From an optimization exercise on the open Yosys and OpenROAD flow, aimed at small area, a short achievable clock period and few clock cycles per item; shortcuts taken in it are not production practice.
RTL that was checked went through simulation tests only; none was proved equivalent to the original.
Power and IR drop assume default switching activity.

== red ==
// simon2share
module simon2share(clk, data_ina, data_inb, data_rdy, cipher_out, Done);
For scale: ~2400 cells after synthesis, about 520 flip-flops, about 130 I/O pins, about 25000 sq um of cells after synthesis.
==> flow/config.mk <==
export PLATFORM = sky130hd
export DESIGN_NAME = simon2share
export DESIGN_NICKNAME = simon2share
export VERILOG_FILES = /design/flow/design.v
export SDC_FILE = /design/flow/constraint.sdc
export NUM_CORES = 4
export LEC_CHECK = 0
export CAP_MARGIN = 20
export CORE_MARGIN = 2
export CORE_UTILIZATION = 40
export PLACE_DENSITY = 0.6
export SETUP_SLACK_MARGIN = 2.6
export SLEW_MARGIN = 20
==> flow/constraint.sdc <==
create_clock -name core_clock -period 5.0 [get_ports {clk}]
set_input_delay 1.0000 -clock core_clock [delete_from_list [all_inputs] [get_ports {clk}]]
set_output_delay 1.0000 -clock core_clock [all_outputs]
set_load 0.01 [all_outputs]
standard.sh (not shown) runs the stock make flow with config.mk's settings and CLKGATE_MAP_FILE= SYNTH_SCRIPT=/design/flow/synth_recipe.tcl, a recipe that flattens the netlist after the stock synthesis.
==> flow/flow/run.sh <==
#!/bin/bash
# Standard ORFS layout with two changes to how buffers are made:
#  - ports get a buf_2 instead of the default port buffer cell;
#  - before placement repair, high-fanout nets (the output gates, the
#    round/shift select) are split into buffer trees by repair_design.
# make's full output goes to standard.log; ORFS keeps per-step logs in orfs/logs.
set -uo pipefail
here=$(pwd)
export BUFFER_PORTS_ARGS="-buffer_cell sky130_fd_sc_hd__buf_2"
export PRE_RESIZE_TCL="$here/flow/pre_resize.tcl"
bash standard.sh > standard.log 2>&1
==> flow/flow/pre_resize.tcl <==
# Limit fanout so repair_design builds balanced buffer trees for wide nets.
set_max_fanout 16 [current_design]
Looking at the reports, red completed the entire flow and the layout it produced met the timing, DRC and antenna checks.
### red -> blue
==> flow/flow/run.sh <==
#!/bin/bash
# Standard ORFS layout, with each tool's output logged here.
cp standard.sh std_copy.sh.txt
bash standard.sh > standard.log 2>&1
removed: flow/flow/pre_resize.tcl
Results
Going from red to blue, area of combinational cells with multiple inputs rose by 0.95%; violation count after the first detailed-routing iteration rose by about 4.7%; overall power of the completed layout rose by 450 uW; layout-stage area growth over the synthesis result rose by 2.2 points; power consumed by the clock network rose by about 11%. Worst setup path startpoint = last: blue; worst setup path startpoint = Done: red. blue gives more worst hold slack than red did. Taking red as the reference, in blue delay of the slowest cell on the worst path now sits higher; initial antenna violation count now sits higher.
For green, these inputs were changed with respect to blue:
Settings: PLACE_DENSITY changed from 0.6 to 0.75; CORE_UTILIZATION changed from 40 to 65.
==> flow/run.sh (new file) <==
#!/bin/bash
# synth_recipe.tcl (not shown) runs the flow's synth.tcl, then flattens the netlist and writes it again
# the make line also repeats each setting of config.mk as NAME=value (left out here)
make -C /OpenROAD-flow-scripts/flow DESIGN_CONFIG=/design/flow/config.mk WORK_HOME=/design/flow/orfs CLKGATE_MAP_FILE= SYNTH_SCRIPT=/design/flow/synth_recipe.tcl finish
removed: flow/flow/run.sh
removed: flow/standard.sh
Looking at routed length on met1, green sits 720 microns below blue.
Between blue and green, headroom to the max-slew limit is higher for blue, green comes in under that.
The via count in green was higher than what blue gave.
Final instance count without filler cells for green: about 9% down relative to blue
Compared with blue, green shows total CTS buffers lower by 2.
Measured against each other, blue and green differ in sequential share of cell area, the higher figure coming from green.
NOTE: total power in green falls short of that of blue
The following lists how orange was set up differently from green:
Settings: PLACE_DENSITY: 0.75 -> 0.6; CORE_UTILIZATION: 65 -> 40; ABC_AREA: unset -> 1.
[summary]
As far as share of the clock period used by the worst path after layout is concerned, orange and green perform about the same.
Between orange and green, it is orange whose sequential share of layout area is lower, by 1.3 points.
Core utilization was lower in the run labelled orange.
Per the comparison of orange with green, mean number of vias per cell went down about 8%, hold slack went down 46 ps, global routing met3 resource utilization down 0.53 points, detailed-route wire length on metal 1 now larger.
NOTE via count green->orange increased by more than 10%
Against green, finished layout cell area in orange came out worse.
orange vs. green: global-route usage went down by 9.9 points; arrival time at the worst endpoint was more or less identical.
No functional check of the RTL was part of any run of this note.

---

Setup of amber:
Another version of the RTL of simon2share (not shown whole).
Size in the first run: about 2,300 cells after synthesis, ~520 flip-flops, about 130 I/O pins, roughly 24,000 µm² of cells after synthesis.
// simon2share
module simon2share(clk, data_ina, data_inb, data_rdy, cipher_out, Done);
input clk;
input data_ina, data_inb;
input [1:0] data_rdy;
output [127:0] cipher_out;
output reg Done;
localparam [0:127] ZN = {67'b0101111011100000011010010011000101000010001111110010110110011101011, 60'd0, 1'b1};
reg [6:0] counter;	 
reg comp;		 
reg last_n, done_n;
wire load_key = (data_rdy == 2);
always @(posedge clk)
begin
	if (data_rdy == 0 || data_rdy == 2)
		counter <= 0;
	else
		counter <= counter + 1;
end
always @(posedge clk)
begin
	comp <= (data_rdy == 1 && counter == 127) || (data_rdy == 3 && comp);
	Done <= (data_rdy == 3) && comp && (counter == 67);
	done_n <= !((data_rdy == 3) && comp && (counter == 67));
	last_n <= !((data_rdy == 3) && ((comp && counter == 66) || !last_n));
end
reg z;
always @(posedge clk)
	z <= ZN[counter];
wire [63:0] keya, keyb;
  ...
==> flow/config.mk <==
export PLATFORM = sky130hd
export DESIGN_NAME = simon2share
export DESIGN_NICKNAME = simon2share
export VERILOG_FILES = /design/flow/design.v
export SDC_FILE = /design/flow/constraint.sdc
export NUM_CORES = 4
export LEC_CHECK = 0
export CAP_MARGIN = 20
export CORE_MARGIN = 2
export CORE_UTILIZATION = 60
export PLACE_DENSITY = 0.75
export SLEW_MARGIN = 20
==> flow/constraint.sdc <==
create_clock -name core_clock -period 5.0 [get_ports {clk}]
set_input_delay 1.0000 -clock core_clock [delete_from_list [all_inputs] [get_ports {clk}]]
set_output_delay 1.0000 -clock core_clock [all_outputs]
set_load 0.01 [all_outputs]
==> flow/flow/run.sh <==
#!/bin/bash
# Standard ORFS layout (the standard.sh) with two changes to buffering:
#  - ports get a buf_2 as port buffer instead of the default cell;
#  - after global placement, each output-gate flip-flop (done_n, last_n) gets a
#    two-level buffer tree: one buffer per cluster of its loads (gate_tree.tcl).
# make's full output goes to standard.log; ORFS keeps per-step logs in orfs/logs.
set -uo pipefail
here=$(pwd)
export BUFFER_PORTS_ARGS="-buffer_cell sky130_fd_sc_hd__buf_2"
export POST_GLOBAL_PLACE_TCL="$here/flow/gate_tree.tcl"
export GATE_TREE_FLOPS='done_n$_DFF_P_ last_n$_DFF_P_'
export GATE_TREE_FANOUT=16
export GATE_TREE_CELL=sky130_fd_sc_hd__buf_4
bash standard.sh > standard.log 2>&1
==> flow/flow/gate_tree.tcl <==
# Build a two-level buffer tree for each output-gate net: the gate flip-flop
# drives one buffer per cluster of loads, placed at the cluster's centre.
proc gate_tree_kmeans {pts k} {
  # pts: list of {x y}; returns list of cluster indices
  set n [llength $pts]
  set cent {}
  for {set c 0} {$c < $k} {incr c} {
    lappend cent [lindex [lsort -real -index 2 [lmap p $pts {list {*}$p [expr {atan2([lindex $p 1]-0.0, [lindex $p 0]-0.0)}]}]] [expr {($c * $n) / $k}]]
  }
  set cent [lmap c $cent {lrange $c 0 1}]
  set asg [lrepeat $n 0]
  for {set it 0} {$it < 30} {incr it} {
    set i 0
    foreach p $pts {
      set best 0; set bd 1e30
      set c 0
      foreach q $cent {
        set d [expr {abs([lindex $p 0]-[lindex $q 0]) + abs([lindex $p 1]-[lindex $q 1])}]
        if {$d < $bd} { set bd $d; set best $c }
        incr c
      }
      lset asg $i $best
      incr i
    }
    set newc {}
    for {set c 0} {$c < $k} {incr c} {
      set sx 0.0; set sy 0.0; set m 0
      set i 0
      foreach p $pts {
        if {[lindex $asg $i] == $c} { set sx [expr {$sx + [lindex $p 0]}]; set sy [expr {$sy + [lindex $p 1]}]; incr m }
        incr i
      }
      if {$m > 0} { lappend newc [list [expr {$sx/$m}] [expr {$sy/$m}]] } else { lappend newc [lindex $cent $c] }
    }
    set cent $newc
  }
  return [list $asg $cent]
}

proc gate_tree {flop_name per_buf cell} {
  set block [ord::get_db_block]
  set dbu [$block getDbUnitsPerMicron]
  set inst [$block findInst $flop_name]
  if {$inst == "NULL"} { puts "gate_tree: no instance $flop_name"; return }
  set net [[$inst findITerm Q] getNet]
  # drop buffers already hanging on the net, so the tree sees the real loads
  for {set pass 0} {$pass < 8} {incr pass} {
    set bufs {}
    foreach it [$net getITerms] {
      if {[$it isOutputSignal]} continue
      set li [$it getInst]
      set m [$li getMaster]
      if {[string match "*__buf_*" [$m getName]] || [string match "*__clkbuf_*" [$m getName]]} {
        set onet [[$li findITerm X] getNet]
        # keep port buffers
        if {[llength [$onet getBTerms]] > 0} continue
        lappend bufs [get_cells [$li getName]]
      }
    }
    if {[llength $bufs] == 0} break
    remove_buffers $bufs
    set net [[$inst findITerm Q] getNet]
  }
  set pins {}; set pts {}
  foreach it [$net getITerms] {
    if {[$it isOutputSignal]} continue
    set li [$it getInst]
    set loc [$it getAvgXY]
    if {[lindex $loc 0] == 0} { set b [$li getBBox]; set loc [list 1 [expr {([$b xMin]+[$b xMax])/2}] [expr {([$b yMin]+[$b yMax])/2}]] }
    lappend pins "[$li getName]/[[$it getMTerm] getName]"
    lappend pts [list [expr {double([lindex $loc 1])/$dbu}] [expr {double([lindex $loc 2])/$dbu}]]
  }
  set n [llength $pins]
  set k [expr {max(1, int(ceil(double($n) / $per_buf)))}]
  puts "gate_tree: $flop_name net [$net getName] loads $n clusters $k"
  lassign [gate_tree_kmeans $pts $k] asg cent
  for {set c 0} {$c < $k} {incr c} {
    set lp {}
    set i 0
    foreach p $pins { if {[lindex $asg $i] == $c} { lappend lp [get_pins $p] }; incr i }
    if {[llength $lp] == 0} continue
    set xy [lindex $cent $c]
    insert_buffer -buffer_cell $cell -net [get_nets [$net getName]] -load_pins $lp -location $xy
  }
}

# Hook body (sourced after global placement): one tree per output-gate flop.
foreach flop $::env(GATE_TREE_FLOPS) {
  gate_tree $flop $::env(GATE_TREE_FANOUT) $::env(GATE_TREE_CELL)
}
amber: all stages complete, timing, DRC and antenna checks passed
Testbench counts of amber, summed over its fixed seeds: cycles 20,800, items 64.
#### Input delta (violet over amber)
- an added SETUP_SLACK_MARGIN of 2.45
- a change of CORE_UTILIZATION from 60 to 70
- an added CTS_CLUSTER_DIAMETER of 90
- a change of PLACE_DENSITY from 0.75 to 0.82
- an added CTS_CLUSTER_SIZE of 28
diff --git a/flow/flow/run.sh b/flow/flow/run.sh
--- a/flow/flow/run.sh
+++ b/flow/flow/run.sh
@@ -11,3 +11,3 @@
 export GATE_TREE_FLOPS='done_n$_DFF_P_ last_n$_DFF_P_'
-export GATE_TREE_FANOUT=16
+export GATE_TREE_FANOUT=10
 export GATE_TREE_CELL=sky130_fd_sc_hd__buf_4
==> comparison <==
- violet: full flow OK, the timing, DRC and antenna checks passed
- sky130_fd_sc_hd__dfxtp_4 as the cell with the largest stage delay on the worst path was reported by violet, and sky130_fd_sc_hd__xor2_1 by amber.
- Of violet and amber, violet shows the higher utilization, with amber below it.
- Number of buffers inserted to repair setup after CTS ended up 16 higher on violet than on amber.
- Relative to amber, the maximum achievable frequency of violet is higher by 11%.
- Comparing violet and amber, the higher total number of placement rows is on amber.
- violet reports a higher clock-pin slew on the worst setup and hold paths than amber does.
- The final critical path time including I/O delays and setup of violet is lower than that of amber.
- Measured against each other, violet and amber differ in minimum setup slack in the final design, the higher figure coming from violet.
- violet ends up with a total track usage that is 4.3 points higher than in amber.
- Area of the die: violet and amber compared, lower one is violet
- Of violet and amber, amber shows the higher post-route non-filler standard cell count, with violet below it.
Inputs modified between violet and fjord:
- changing SETUP_SLACK_MARGIN from 2.45 to 2.5
diff --git a/flow/flow/run.sh b/flow/flow/run.sh
--- a/flow/flow/run.sh
+++ b/flow/flow/run.sh
@@ -11,3 +11,3 @@
 export GATE_TREE_FLOPS='done_n$_DFF_P_ last_n$_DFF_P_'
-export GATE_TREE_FANOUT=10
+export GATE_TREE_FANOUT=16
 export GATE_TREE_CELL=sky130_fd_sc_hd__buf_4
Findings:
Across violet and fjord, none had a timing, DRC or antenna violation.
Comparing non-clock buffer count for violet and fjord, the bigger number came from fjord.
Diff violet -> fjord: maximum clock skew at final layout saw an increase, cell count saw an increase, die area saw little to no change, sequential cell area saw little to no change.
violet -> fjord: instance count of the mapped netlist delta 0, exact match
In the final reports, the cell area of fjord is larger than that of violet.

## re-timing with driven ports
How much do the figures lean on ideal ports? The routed layouts below were timed once more, with nothing changed but the port constraints.
Step 1 sets driving cells, clkbuf_16 on the clock port and buf_2 on the other inputs (assumed; they add their load-dependent delay and slew).
Step 2 also shifts input and output timing later by t, the mid clock arrival at the registers, as if the neighbouring blocks saw the same clock.
Three values: ideal, step 1, step 2; two values: the first two.
| run | shift t [ns] | setup WS [ns] | cell pins on the clock port's net |
|---|---|---|---|
| red | 0.649 | 2.080 / 2.021 / 2.670 | 1 |
| blue | 0.659 | 2.077 / 2.020 / 2.544 | 1 |
| green | 0.632 | 2.105 / 2.049 / 2.474 | 1 |
| orange | 0.661 | 2.102 / 2.041 / 2.557 | 1 |
| amber | 0.639 | 2.160 / 2.104 / 2.744 | 1 |
| violet | 0.603 | 2.451 / 2.396 / 2.814 | 1 |
| fjord | 0.602 | 2.364 / 2.307 / 2.732 | 1 |
After both steps setup and hold are still met in every run listed.
